Source: an optimization exercise on an open RTL-to-GDS flow (aim: small area and a short achievable clock period). Production flows keep margins and buffers that such runs may drop. Function was checked by simulation only, so behaviour that the tests miss may differ from the original. Power is estimated from default activity; no workload was simulated.

### flow/config.mk
export PLATFORM = sky130hd
export DESIGN_NAME = Benes_8p
export DESIGN_NICKNAME = Benes_8p
export VERILOG_FILES = /design/flow/design.v
export SDC_FILE = /design/flow/constraint.sdc
export NUM_CORES = 4
export LEC_CHECK = 0
export CAP_MARGIN = 20
export CORE_MARGIN = 2
export CORE_UTILIZATION = 40
export SLEW_MARGIN = 20
### flow/constraint.sdc
create_clock -name core_clock -period 2.5 [get_ports {clk}]
set_input_delay 0.5000 -clock core_clock [delete_from_list [all_inputs] [get_ports {clk}]]
set_output_delay 0.5000 -clock core_clock [all_outputs]
set_load 0.01 [all_outputs]
### flow/design.v
module MN_Serials (
    input wire [2:0] mp0, mp1, mp2, mp3, mp4, mp5, mp6, mp7,
    output wire [2:0]  mn0, mn1, mn2, mn3, mn4, mn5, mn6, mn7
);
    wire [2:0] mp [0:7];
    reg [2:0] mn [0:7];
    assign mp[0] = mp0;
    assign mp[1] = mp1;
    assign mp[2] = mp2;
    assign mp[3] = mp3;
    assign mp[4] = mp4;
    assign mp[5] = mp5;
    assign mp[6] = mp6;
    assign mp[7] = mp7;
    assign mn0 = mn[0];
    assign mn1 = mn[1];
    assign mn2 = mn[2];
    assign mn3 = mn[3];
    assign mn4 = mn[4];
    assign mn5 = mn[5];
    assign mn6 = mn[6];
    assign mn7 = mn[7];
    integer i;
    always @(*) begin
        for (i=0; i<8; i=i+1) begin
            mn[i] = 3'd0;
        end
        for (i=0; i<8; i=i+1) begin
            mn[mp[i]] = i;
        end
    end
endmodule
module NB_Series (
    input wire [2:0] mp0, mp1, mp2, mp3, mp4, mp5, mp6, mp7,mn0, mn1, mn2, mn3, mn4, mn5, mn6, mn7,
    output wire [2:0]  nb0, nb1, nb2, nb3, nb4, nb5, nb6, nb7
);
    wire [2:0] mp [0:7];
    reg [2:0] nb [0:7];
    wire [2:0] mt [0:7];
    wire [2:0] mn [0:7];
    assign mp[0] = mp0;
    assign mp[1] = mp1;
    assign mp[2] = mp2;
    assign mp[3] = mp3;
    assign mp[4] = mp4;
    assign mp[5] = mp5;
    assign mp[6] = mp6;
    assign mp[7] = mp7;
    assign mn[0] = mn0;
    assign mn[1] = mn1;
    assign mn[2] = mn2;
    assign mn[3] = mn3;
    assign mn[4] = mn4;
    assign mn[5] = mn5;
    assign mn[6] = mn6;
    assign mn[7] = mn7;
    assign nb0 = nb[0];
    assign nb1 = nb[1];
    assign nb2 = nb[2];
    assign nb3 = nb[3];
    assign nb4 = nb[4];
    assign nb5 = nb[5];
    assign nb6 = nb[6];
    assign nb7 = nb[7];
    assign mt[0] = 3'd1;
    assign mt[1] = 3'd0;
    assign mt[2] = 3'd3;
    assign mt[3] = 3'd2;
    assign mt[4] = 3'd5;
    assign mt[5] = 3'd4;
    assign mt[6] = 3'd7;
    assign mt[7] = 3'd6;
    integer i;
    always @(*) begin
        for (i=0; i<8; i=i+1) begin
            nb[i] = mn[mt[mp[i]]];
        end
    end
endmodule
`timescale 1ns / 1ps
module Priority_4_Encoder(input wire [3:0] in1, output wire [1:0] value);
    wire [1:0] data_2;
    assign value[1] = &(in1[1:0]);
    assign value[0] = data_2[0];
    assign data_2 = value[1] ? in1[3:2] : in1[1:0];
endmodule
module decoder2to4 (
    input [1:0] in,      
    output reg [3:0] out  
);
always @(*) begin
    out = 4'b0000;  
    case (in)
        2'b00: out[0] = 1;
        2'b01: out[1] = 1;
        2'b10: out[2] = 1;
        2'b11: out[3] = 1;
        default: out = 4'b0000;  
    endcase
end
endmodule
module benes_4(
    input [1:0] in0,
    input [1:0] in1,
    input [1:0] in2,
    input [1:0] in3,
    output reg state_0_0,
    output reg state_0_1,
    output reg state_0_2,
    output reg state_1_0,
    output reg state_1_1,
    output reg state_1_2
);
always @(*) begin
    case({in0, in1, in2, in3})
        {2'd0, 2'd1, 2'd2, 2'd3}: begin
            state_0_0 = 1'b1;
            state_0_1 = 1'b1;
            state_0_2 = 1'b1;
            state_1_0 = 1'b1;
            state_1_1 = 1'b1;
            state_1_2 = 1'b1;
        end
        {2'd0, 2'd1, 2'd3, 2'd2}: begin
            state_0_0 = 1'b1;
            state_0_1 = 1'b1;
            state_0_2 = 1'b1;
            state_1_0 = 1'b1;
            state_1_1 = 1'b1;
            state_1_2 = 1'b0;
        end
        {2'd0, 2'd2, 2'd1, 2'd3}: begin
            state_0_0 = 1'b1;
            state_0_1 = 1'b1;
            state_0_2 = 1'b1;
            state_1_0 = 1'b0;
            state_1_1 = 1'b0;
            state_1_2 = 1'b0;
        end
        {2'd0, 2'd2, 2'd3, 2'd1}: begin
            state_0_0 = 1'b1;
            state_0_1 = 1'b1;
            state_0_2 = 1'b1;
            state_1_0 = 1'b1;
            state_1_1 = 1'b0;
            state_1_2 = 1'b0;
        end
        {2'd0, 2'd3, 2'd1, 2'd2}: begin
            state_0_0 = 1'b1;
            state_0_1 = 1'b1;
            state_0_2 = 1'b1;
            state_1_0 = 1'b0;
            state_1_1 = 1'b0;
            state_1_2 = 1'b1;
        end
        {2'd0, 2'd3, 2'd2, 2'd1}: begin
            state_0_0 = 1'b1;
            state_0_1 = 1'b1;
            state_0_2 = 1'b1;
            state_1_0 = 1'b1;
            state_1_1 = 1'b0;
            state_1_2 = 1'b1;
        end
        {2'd1, 2'd0, 2'd2, 2'd3}: begin
            state_0_0 = 1'b1;
            state_0_1 = 1'b1;
            state_0_2 = 1'b0;
            state_1_0 = 1'b1;
            state_1_1 = 1'b1;
            state_1_2 = 1'b1;
        end
        {2'd1, 2'd0, 2'd3, 2'd2}: begin
            state_0_0 = 1'b1;
            state_0_1 = 1'b1;
            state_0_2 = 1'b0;
            state_1_0 = 1'b1;
            state_1_1 = 1'b1;
            state_1_2 = 1'b0;
        end
        {2'd1, 2'd2, 2'd0, 2'd3}: begin
            state_0_0 = 1'b1;
            state_0_1 = 1'b1;
            state_0_2 = 1'b0;
            state_1_0 = 1'b0;
            state_1_1 = 1'b0;
            state_1_2 = 1'b0;
        end
        {2'd1, 2'd2, 2'd3, 2'd0}: begin
            state_0_0 = 1'b1;
            state_0_1 = 1'b1;
            state_0_2 = 1'b0;
            state_1_0 = 1'b1;
            state_1_1 = 1'b0;
            state_1_2 = 1'b0;
        end
        {2'd1, 2'd3, 2'd0, 2'd2}: begin
            state_0_0 = 1'b1;
            state_0_1 = 1'b1;
            state_0_2 = 1'b0;
            state_1_0 = 1'b0;
            state_1_1 = 1'b0;
            state_1_2 = 1'b1;
        end
        {2'd1, 2'd3, 2'd2, 2'd0}: begin
            state_0_0 = 1'b1;
            state_0_1 = 1'b1;
            state_0_2 = 1'b0;
            state_1_0 = 1'b1;
            state_1_1 = 1'b0;
            state_1_2 = 1'b1;
        end
        {2'd2, 2'd0, 2'd1, 2'd3}: begin
            state_0_0 = 1'b1;
            state_0_1 = 1'b0;
            state_0_2 = 1'b0;
            state_1_0 = 1'b1;
            state_1_1 = 1'b1;
            state_1_2 = 1'b1;
        end
        {2'd2, 2'd0, 2'd3, 2'd1}: begin
            state_0_0 = 1'b1;
            state_0_1 = 1'b0;
            state_0_2 = 1'b0;
            state_1_0 = 1'b0;
            state_1_1 = 1'b1;
            state_1_2 = 1'b1;
        end
        {2'd2, 2'd1, 2'd0, 2'd3}: begin
            state_0_0 = 1'b1;
            state_0_1 = 1'b0;
            state_0_2 = 1'b1;
            state_1_0 = 1'b1;
            state_1_1 = 1'b1;
            state_1_2 = 1'b1;
        end
        {2'd2, 2'd1, 2'd3, 2'd0}: begin
            state_0_0 = 1'b1;
            state_0_1 = 1'b0;
            state_0_2 = 1'b1;
            state_1_0 = 1'b0;
            state_1_1 = 1'b1;
            state_1_2 = 1'b1;
        end
        {2'd2, 2'd3, 2'd0, 2'd1}: begin
            state_0_0 = 1'b1;
            state_0_1 = 1'b0;
            state_0_2 = 1'b1;
            state_1_0 = 1'b1;
            state_1_1 = 1'b0;
            state_1_2 = 1'b1;
        end
        {2'd2, 2'd3, 2'd1, 2'd0}: begin
            state_0_0 = 1'b1;
            state_0_1 = 1'b0;
            state_0_2 = 1'b0;
            state_1_0 = 1'b1;
            state_1_1 = 1'b0;
            state_1_2 = 1'b1;
        end
        {2'd3, 2'd0, 2'd1, 2'd2}: begin
            state_0_0 = 1'b1;
            state_0_1 = 1'b0;
            state_0_2 = 1'b0;
            state_1_0 = 1'b1;
            state_1_1 = 1'b1;
            state_1_2 = 1'b0;
        end
        {2'd3, 2'd0, 2'd2, 2'd1}: begin
            state_0_0 = 1'b1;
            state_0_1 = 1'b0;
            state_0_2 = 1'b0;
            state_1_0 = 1'b0;
            state_1_1 = 1'b1;
            state_1_2 = 1'b0;
        end
        {2'd3, 2'd1, 2'd0, 2'd2}: begin
            state_0_0 = 1'b1;
            state_0_1 = 1'b0;
            state_0_2 = 1'b1;
            state_1_0 = 1'b1;
            state_1_1 = 1'b1;
            state_1_2 = 1'b0;
        end
        {2'd3, 2'd1, 2'd2, 2'd0}: begin
            state_0_0 = 1'b1;
            state_0_1 = 1'b0;
            state_0_2 = 1'b1;
            state_1_0 = 1'b0;
            state_1_1 = 1'b1;
            state_1_2 = 1'b0;
        end
        {2'd3, 2'd2, 2'd0, 2'd1}: begin
            state_0_0 = 1'b1;
            state_0_1 = 1'b0;
            state_0_2 = 1'b1;
            state_1_0 = 1'b1;
            state_1_1 = 1'b0;
            state_1_2 = 1'b0;
        end
        {2'd3, 2'd2, 2'd1, 2'd0}: begin
            state_0_0 = 1'b1;
            state_0_1 = 1'b0;
            state_0_2 = 1'b0;
            state_1_0 = 1'b1;
            state_1_1 = 1'b0;
            state_1_2 = 1'b0;
        end
        default: begin
            state_0_0 = 1'b0;
            state_0_1 = 1'b0;
            state_0_2 = 1'b0;
            state_1_0 = 1'b0;
            state_1_1 = 1'b0;
            state_1_2 = 1'b0;
        end
    endcase
end
endmodule
module Benes_8p (input wire [2:0] mp0, mp1, mp2, mp3, mp4, mp5, mp6, mp7,
    input clk,
    output reg [19:0] state
);
    wire [2:0] nb0, nb1, nb2, nb3, nb4, nb5, nb6, nb7;
    wire [2:0]  mn0, mn1, mn2, mn3, mn4, mn5, mn6, mn7;
    MN_Serials m1(.mp0(mp0),
    .mp1(mp1),
    .mp2(mp2),
    .mp3(mp3),
    .mp4(mp4),
    .mp5(mp5),
    .mp6(mp6),
    .mp7(mp7),
    .mn0(mn0),
    .mn1(mn1),
    .mn2(mn2),
    .mn3(mn3),
    .mn4(mn4),
    .mn5(mn5),
    .mn6(mn6),
    .mn7(mn7)
    );
    NB_Series m2(.mp0(MP_1[0]),
    .mp1(MP_1[1]),
    .mp2(MP_1[2]),
    .mp3(MP_1[3]),
    .mp4(MP_1[4]),
    .mp5(MP_1[5]),
    .mp6(MP_1[6]),
    .mp7(MP_1[7]),
    .mn0(MN_1[0]),
    .mn1(MN_1[1]),
    .mn2(MN_1[2]),
    .mn3(MN_1[3]),
    .mn4(MN_1[4]),
    .mn5(MN_1[5]),
    .mn6(MN_1[6]),
    .mn7(MN_1[7]),
    .nb0(nb0),
    .nb1(nb1),
    .nb2(nb2),
    .nb3(nb3),
    .nb4(nb4),
    .nb5(nb5),
    .nb6(nb6),
    .nb7(nb7)
    );
    wire [2:0] mp [0:7];
    integer i, j, m;
    reg [2:0] MP_1 [0:7];
    reg [2:0] MN_1 [0:7];
    reg [2:0] MP_2 [0:7];
    reg [2:0] NB_2 [0:7];
    reg [3:0] CI_2;
    reg [2:0] MP_3 [0:7];
    reg [2:0] NB_3 [0:7];
    reg [3:0] CI_3;
    wire [2:0] P_NEXT_3_W;
    reg [2:0] P_NEXT_3;
    reg [3:0] COVER_TBL_3;
    assign P_NEXT_3_W = (NB_2[1] == 3'b000) ? 3'b010 : NB_2[1];
    wire [3:0] MASK_3_2, MASK_3;
    wire [1:0] MIN_PORT_3_W; 
    assign MASK_3_2 = 4'b0001;
    decoder2to4 d3(.in(P_NEXT_3_W[2:1]),
    .out(MASK_3)
    );
    Priority_4_Encoder p3(.in1(COVER_TBL_3),
    .value(MIN_PORT_3_W)
    );
    reg [2:0] MP_4 [0:7];
    reg [2:0] NB_4 [0:7];
    reg [3:0] CI_4;
    wire [2:0] P_NEXT_4_W, P_NEXT_4_W1;
    reg [2:0] P_NEXT_4;
    reg [3:0] COVER_TBL_4;
    assign P_NEXT_4_W = NB_3[{P_NEXT_3[2:1], ~P_NEXT_3[0]}];
    assign P_NEXT_4_W1 = (COVER_TBL_3[P_NEXT_4_W[2:1]] == 0) ? P_NEXT_4_W: {MIN_PORT_3_W,1'b0} ;
    wire [3:0] MASK_4;
    wire [1:0] MIN_PORT_4_W;
    decoder2to4 d4(.in(P_NEXT_4_W1[2:1]),
    .out(MASK_4)
    );
    Priority_4_Encoder p4(.in1(COVER_TBL_4),
    .value(MIN_PORT_4_W)
    );
    reg [2:0] P_NEXT_5;
    reg [3:0] CI_5;
    reg [2:0] MP_5 [0:7];
    wire [2:0] P_NEXT_5_W, P_NEXT_5_W1;
    assign P_NEXT_5_W = NB_4[{P_NEXT_4[2:1], ~P_NEXT_4[0]}];
    assign P_NEXT_5_W1 = (COVER_TBL_4[P_NEXT_5_W[2:1]] == 0) ? P_NEXT_5_W: {MIN_PORT_4_W,1'b0} ;
    wire [3:0] MASK_5;
    decoder2to4 d5(.in(P_NEXT_5_W1[2:1]),
    .out(MASK_5)
    );
    reg [7:0] CO;
    reg [3:0] CI_6;
    reg [1:0] ump [0:3];
    reg [1:0] dmp [0:3];
    wire state_0_0, state_0_1, state_0_2, state_1_0, state_1_1, state_1_2;
    wire state_0_0d, state_0_1d, state_0_2d, state_1_0d, state_1_1d, state_1_2d;
    benes_4 B6_U(.in0(ump[0]),
        .in1(ump[1]),
        .in2(ump[2]),
        .in3(ump[3]),
        .state_0_0(state_0_0),
        .state_0_1(state_0_1),
        .state_0_2(state_0_2),
        .state_1_0(state_1_0),
        .state_1_1(state_1_1),
        .state_1_2(state_1_2)
    );
    benes_4 B6_D(.in0(dmp[0]),
        .in1(dmp[1]),
        .in2(dmp[2]),
        .in3(dmp[3]),
        .state_0_0(state_0_0d),
        .state_0_1(state_0_1d),
        .state_0_2(state_0_2d),
        .state_1_0(state_1_0d),
        .state_1_1(state_1_1d),
        .state_1_2(state_1_2d)
    );
    always@(posedge clk)begin
        MN_1[0] <= mn0;
        MN_1[1] <= mn1;
        MN_1[2] <= mn2;
        MN_1[3] <= mn3;
        MN_1[4] <= mn4;
        MN_1[5] <= mn5;
        MN_1[6] <= mn6;
        MN_1[7] <= mn7;
        MP_1[0] <= mp0;
        MP_1[1] <= mp1;
        MP_1[2] <= mp2;
        MP_1[3] <= mp3;
        MP_1[4] <= mp4;
        MP_1[5] <= mp5;
        MP_1[6] <= mp6;
        MP_1[7] <= mp7;
        NB_2[0] <= nb0;
        NB_2[1] <= nb1;
        NB_2[2] <= nb2;
        NB_2[3] <= nb3;
        NB_2[4] <= nb4;
        NB_2[5] <= nb5;
        NB_2[6] <= nb6;
        NB_2[7] <= nb7;
        MP_2[0] <= MP_1[0];
        MP_2[1] <= MP_1[1];
        MP_2[2] <= MP_1[2];
        MP_2[3] <= MP_1[3];
        MP_2[4] <= MP_1[4];
        MP_2[5] <= MP_1[5];
        MP_2[6] <= MP_1[6];
        MP_2[7] <= MP_1[7];
        CI_2[0] <= 1'b1;
        CI_2[1] <= 1'b0;
        CI_2[2] <= 1'b0;
        CI_2[3] <= 1'b0;
        P_NEXT_3 <= P_NEXT_3_W; 
        CI_3 <= CI_2 | (MASK_3 & {4{~P_NEXT_3_W[0]}});
        MP_3[0] <= MP_2[0];
        MP_3[1] <= MP_2[1];
        MP_3[2] <= MP_2[2];
        MP_3[3] <= MP_2[3];
        MP_3[4] <= MP_2[4];
        MP_3[5] <= MP_2[5];
        MP_3[6] <= MP_2[6];
        MP_3[7] <= MP_2[7];
        NB_3[0] <= NB_2[0];
        NB_3[1] <= NB_2[1];
        NB_3[2] <= NB_2[2];
        NB_3[3] <= NB_2[3];
        NB_3[4] <= NB_2[4];
        NB_3[5] <= NB_2[5];
        NB_3[6] <= NB_2[6];
        NB_3[7] <= NB_2[7];
        COVER_TBL_3 <= MASK_3 | MASK_3_2;
        P_NEXT_4 <= P_NEXT_4_W1; 
        CI_4 <= CI_3 | (MASK_4 & {4{~P_NEXT_4_W1[0]}});
        MP_4[0] <= MP_3[0];
        MP_4[1] <= MP_3[1];
        MP_4[2] <= MP_3[2];
        MP_4[3] <= MP_3[3];
        MP_4[4] <= MP_3[4];
        MP_4[5] <= MP_3[5];
        MP_4[6] <= MP_3[6];
        MP_4[7] <= MP_3[7];
        NB_4[0] <= NB_3[0];
        NB_4[1] <= NB_3[1];
        NB_4[2] <= NB_3[2];
        NB_4[3] <= NB_3[3];
        NB_4[4] <= NB_3[4];
        NB_4[5] <= NB_3[5];
        NB_4[6] <= NB_3[6];
        NB_4[7] <= NB_3[7];
        COVER_TBL_4 <= MASK_4 | COVER_TBL_3;
        MP_5[0] <= MP_4[0];
        MP_5[1] <= MP_4[1];
        MP_5[2] <= MP_4[2];
        MP_5[3] <= MP_4[3];
        MP_5[4] <= MP_4[4];
        MP_5[5] <= MP_4[5];
        MP_5[6] <= MP_4[6];
        MP_5[7] <= MP_4[7];
        P_NEXT_5 <= P_NEXT_5_W1; 
        CI_5 <= CI_4 | (MASK_5 & {4{~P_NEXT_5_W1[0]}});
        for (i=0; i<8; i=i+1) begin
            CO[MP_5[i]] <= CI_5[i[2:1]] ^ i[0] ;
        end
        for (j=0; j<4; j=j+1) begin
            ump[j] <= (CI_5[j]== 1'b1) ? MP_5[2*j][2:1] : MP_5[2*j+1][2:1];
            dmp[j] <= (CI_5[j]== 1'b1) ? MP_5[2*j+1][2:1] : MP_5[2*j][2:1];
        end
        CI_6 <= CI_5;
        for (m=0; m<4; m=m+1) begin
            state[5*m] <= CI_6[m];
            state[5*m+4] <= CO[2*m];
        end
        state[1] <= state_0_0;
        state[2] <= state_0_1;
        state[3] <= state_0_2;
        state[6] <= state_1_0;
        state[7] <= state_1_1;
        state[8] <= state_1_2;
        state[11] <= state_0_0d;
        state[12] <= state_0_1d;
        state[13] <= state_0_2d;
        state[16] <= state_1_0d;
        state[17] <= state_1_1d;
        state[18] <= state_1_2d;
    end
endmodule
### flow/run.sh
#!/bin/bash
# synth_recipe.tcl (not shown) runs the flow's synth.tcl, then flattens the netlist and writes it again
# the make line also repeats each setting of config.mk as NAME=value (left out here)
make -C /OpenROAD-flow-scripts/flow DESIGN_CONFIG=/design/flow/config.mk WORK_HOME=/design/flow/orfs CLKGATE_MAP_FILE= SYNTH_SCRIPT=/design/flow/synth_recipe.tcl finish
==> results.toml <==
[sta]
fin_skew_ns = 0.0143
setup_tns_ns = 0
fmax_mhz = 439
slew_headroom = 0.558
hold_viol = 0
fin_crit_ns = 2.28
worst_pin_slew_ns = 0.662
period_share = 0.912
rsz0062_at_grt = "no"
final.setup.worst_slack_ns = 0.221
setup_viol = 0
drv_slew = 0

[setup_path]
r2r_start = "MP_5[3][1]"
cp_max_fo = 5
cp-end-kind = "register"
critPathRequiredTime_ns = 2.90
worstSetupPathType = "register to register"
cp.arrival_ns = 2.68
critPathLaunch = "MP_5[3][1]"
setup.worst_path.start_class = "register"

[floorplanning]
row_count = 60
core-area_um2 = 27000
die_area_um2 = 28900
die_w_um = 170
die_h_um = 170
ios = 45
initial_core_util = 0.408

[route]
wl_per_cell_um = 16.9
antenna_violating_nets_post_route = 0
drc = 0
via_count = 8334
drtIter0Drc = 668
wl_um = 25400
via_per_inst = 5.53
dr.pass1.iters = 5

[yosys]
syn_area_um2 = 11000
ys_ff_latch = 279
synth_nets = 1163
yosysSeqAreaShare = 0.506
synthCells = 1127
yosysWarnings = 29
synthArstFlopShare = 0
ys.flop_type = "dfxtp_1"
avgSynthCellArea_um2 = 9.79
synth_edf_count = 0
synth_cell_types = 73

[clock_tree]
hold_buffers = 0
cts_tree = "yes"
cts_sinks = 279
htree_levels = 1
clk_pin_slew_ns = 0.06
cts_setup_buffers = 0
clk_path_buf_depth = 3
cts_buffers = 29
root_buffer = "clkbuf_16"
cts_resized = 0
clock_latency_ns = 0.54

[power_and_ir_drop]
p_leak_nw = 4.93
ir_drop_v = 0.000512
powerDensity_nw_per_um2 = 983

[job]
drv_cap = 0

[place]
port_buffers = 43
gp_congestion = 0.876
pre_cts_ws_ns = 0.297
hpwl_um = 18300

[finish]
antenna_cells = 0
final_common_cell = "dfxtp_1"
nets = 1181
final_cell_mix = "279 x dfxtp_1, 80 x nand2_1, 63 x nor2_1"
final_layout_size_suffix_gt1_frac = 0.0986
area_growth_pct = 14.3
fill_cells = 2550

[grt]
grt-ovfl-total = 0
grt.total_usage = 0.176
first_global_vias = 7802
grt_max_degree = 18
grt_pass1_wl_um = 40900
antenna_found_initial = 0

[hold_path]
hold_start = "NB_2[6][1]"
hold_path.class = "register to register"

[status]
status = "complete, no violations"
==> critical path, cell delays in order, from the launching register on <==
cell,delay [ns]
dfxtp_1,0.39
inv_1,0.07
ha_1,0.30
nor4_1,0.39
nand2_1,0.13
and3_1,0.18
a211o_1,0.23
a221oi_1,0.30
o221ai_1,0.15
==> metrics by stage <==
stage          std cells  power (mW)  utilization  cell area, µm²  hold slack, ns
6_report            1507        12.4        0.466           12600           0.323
3_3_place_gp        1455        8.44        0.432           11700           0.310
3_5_place_dp        1455        8.46        0.432           11700           0.312
2_1_floorplan       1127        7.55            -           11000           0.310
5_1_grt             1507        13.1        0.466           12600           0.328
4_1_cts             1507        12.5        0.466           12600           0.324
==> worst paths after layout <==
check | depth (start not counted) | slack [ns] | end
max reg2reg | 8 | 0.22 | CO[0]
min reg2reg | 0 | 0.32 | NB_3[6][1]
max | 8 | 0.22 | CO[0]
min | 0 | 0.32 | NB_3[6][1]
==> cells in the mapped netlist (4+ instances only) <==
library cell / number / area, µm²
mux4_2: 23 / 518
ha_1: 11 / 138
a22oi_1: 6 / 45.0
or2_2: 7 / 43.8
a32oi_1: 5 / 43.8
a211o_1: 5 / 43.8
nor3b_1: 23 / 173
xor2_1: 7 / 61.3
nand2b_1: 36 / 225
o31ai_1: 11 / 82.6
a211oi_1: 5 / 37.5
mux2i_1: 21 / 210
dfxtp_1: 279 / 5590
nand4_1: 10 / 62.6
or3_1: 7 / 43.8
a21o_1: 4 / 30.0
a221oi_1: 5 / 43.8
o21bai_1: 5 / 37.5
xnor2_1: 4 / 35.0
a22o_1: 4 / 35.0
mux2_2: 20 / 225
nand3b_1: 17 / 128
o22ai_1: 15 / 93.8
a31oi_1: 17 / 106
nand2_1: 80 / 300
nor2b_1: 28 / 175
nor3_1: 29 / 145
a21boi_0: 6 / 45.0
nand3_1: 36 / 180
a21oi_1: 61 / 305
clkbuf_1: 58 / 218
and3b_1: 6 / 52.6
o221ai_1: 8 / 70.1
nor4_1: 7 / 43.8
and2_1: 4 / 25.0
and3_1: 8 / 50.1
inv_1: 50 / 188
nor4b_1: 6 / 52.6
o32ai_1: 8 / 70.1
nor2_1: 63 / 236
o21ai_0: 61 / 305
o211ai_1: 9 / 67.6
==> flip-flops by register name (all words and copies together), names as in the netlist, 4 cells and up <==
name and count:
NB_4 24, ump 8, MN_1 24, MP_1 24, NB_2 24, MP_2 24
MP_5 24, MP_4 24, state 19, MP_3 24, dmp 8, NB_3 24
CO 4
==> report_power, final <==
group / internal [mW] / switching (mW) / leakage (nW) / total, mW
logic: 1.20 / 1.17 / 2.15 / 2.38
registers: 5.15 / 0.858 / 2.35 / 6.01
clock network: 2.32 / 1.68 / 0.437 / 4.00
total: 8.67 / 3.72 / 4.93 / 12.4
==> cells by family (layout without fill, tap and decap cells) <==
| family | after synthesis | in the layout | synth area share |
|---|---|---|---|
| simple gates | 382 | 382 | 0.188 |
| compound gates | 265 | 265 | 0.157 |
| other cells | 1 | 1 | 0.000340 |
| buf+inv | 114 | 153 | 0.0405 |
| mux | 64 | 64 | 0.0865 |
| xor+xnor | 11 | 11 | 0.00874 |
| flops | 279 | 279 | 0.506 |
| fa+ha+maj | 11 | 11 | 0.0125 |
==> per-layer routing <==
metal  track usage  part of all wire  wire, µm  up-vias
li1              -                 -         -     4103
met1         0.230              0.45     11400     3917
met2         0.302              0.48     12100      273
met3        0.0256             0.052      1330       41
met4        0.0543             0.024       598        0
met5             0                 0         0        -
==> final cells by class <==
cell class                      count  area, µm²  area share
Sequential cell                   279       5590       0.443
Multi-Input combinational cell    734       5000       0.396
Clock buffer                       40        827      0.0656
Timing Repair Buffer               51        490      0.0389
Tap cell                          341        427      0.0339
Inverter                           50        188      0.0149
Clock inverter                     12       87.6     0.00695

-- what the ideal ports hide --
In the flow no input, the clock included, has a driving cell. The finished layout below was timed again as built, in two steps.
Step 1: set_driving_cell puts a clkbuf_16 on clk and a buf_2 on each other input, an assumption about the parent block.
Step 2 also shifts input and output timing later by t, the mid clock arrival at the registers, as if the neighbouring blocks saw the same clock.
Slacks: ideal ports / drivers / drivers and shift; pairs: ideal ports / drivers.
t (ns): 0.579
setup WS [ns]: 0.221 / 0.221 / 0.221
hold WS [ns]: 0.323 / 0.323 / 0.323
worst setup path after step 2: register to register
pins driven straight from the clock port: 1
After both steps setup and hold are still met in this run. For this run, drivers alone change the setup slack by 0.000 ns; drivers and shift together by 0.000 ns.
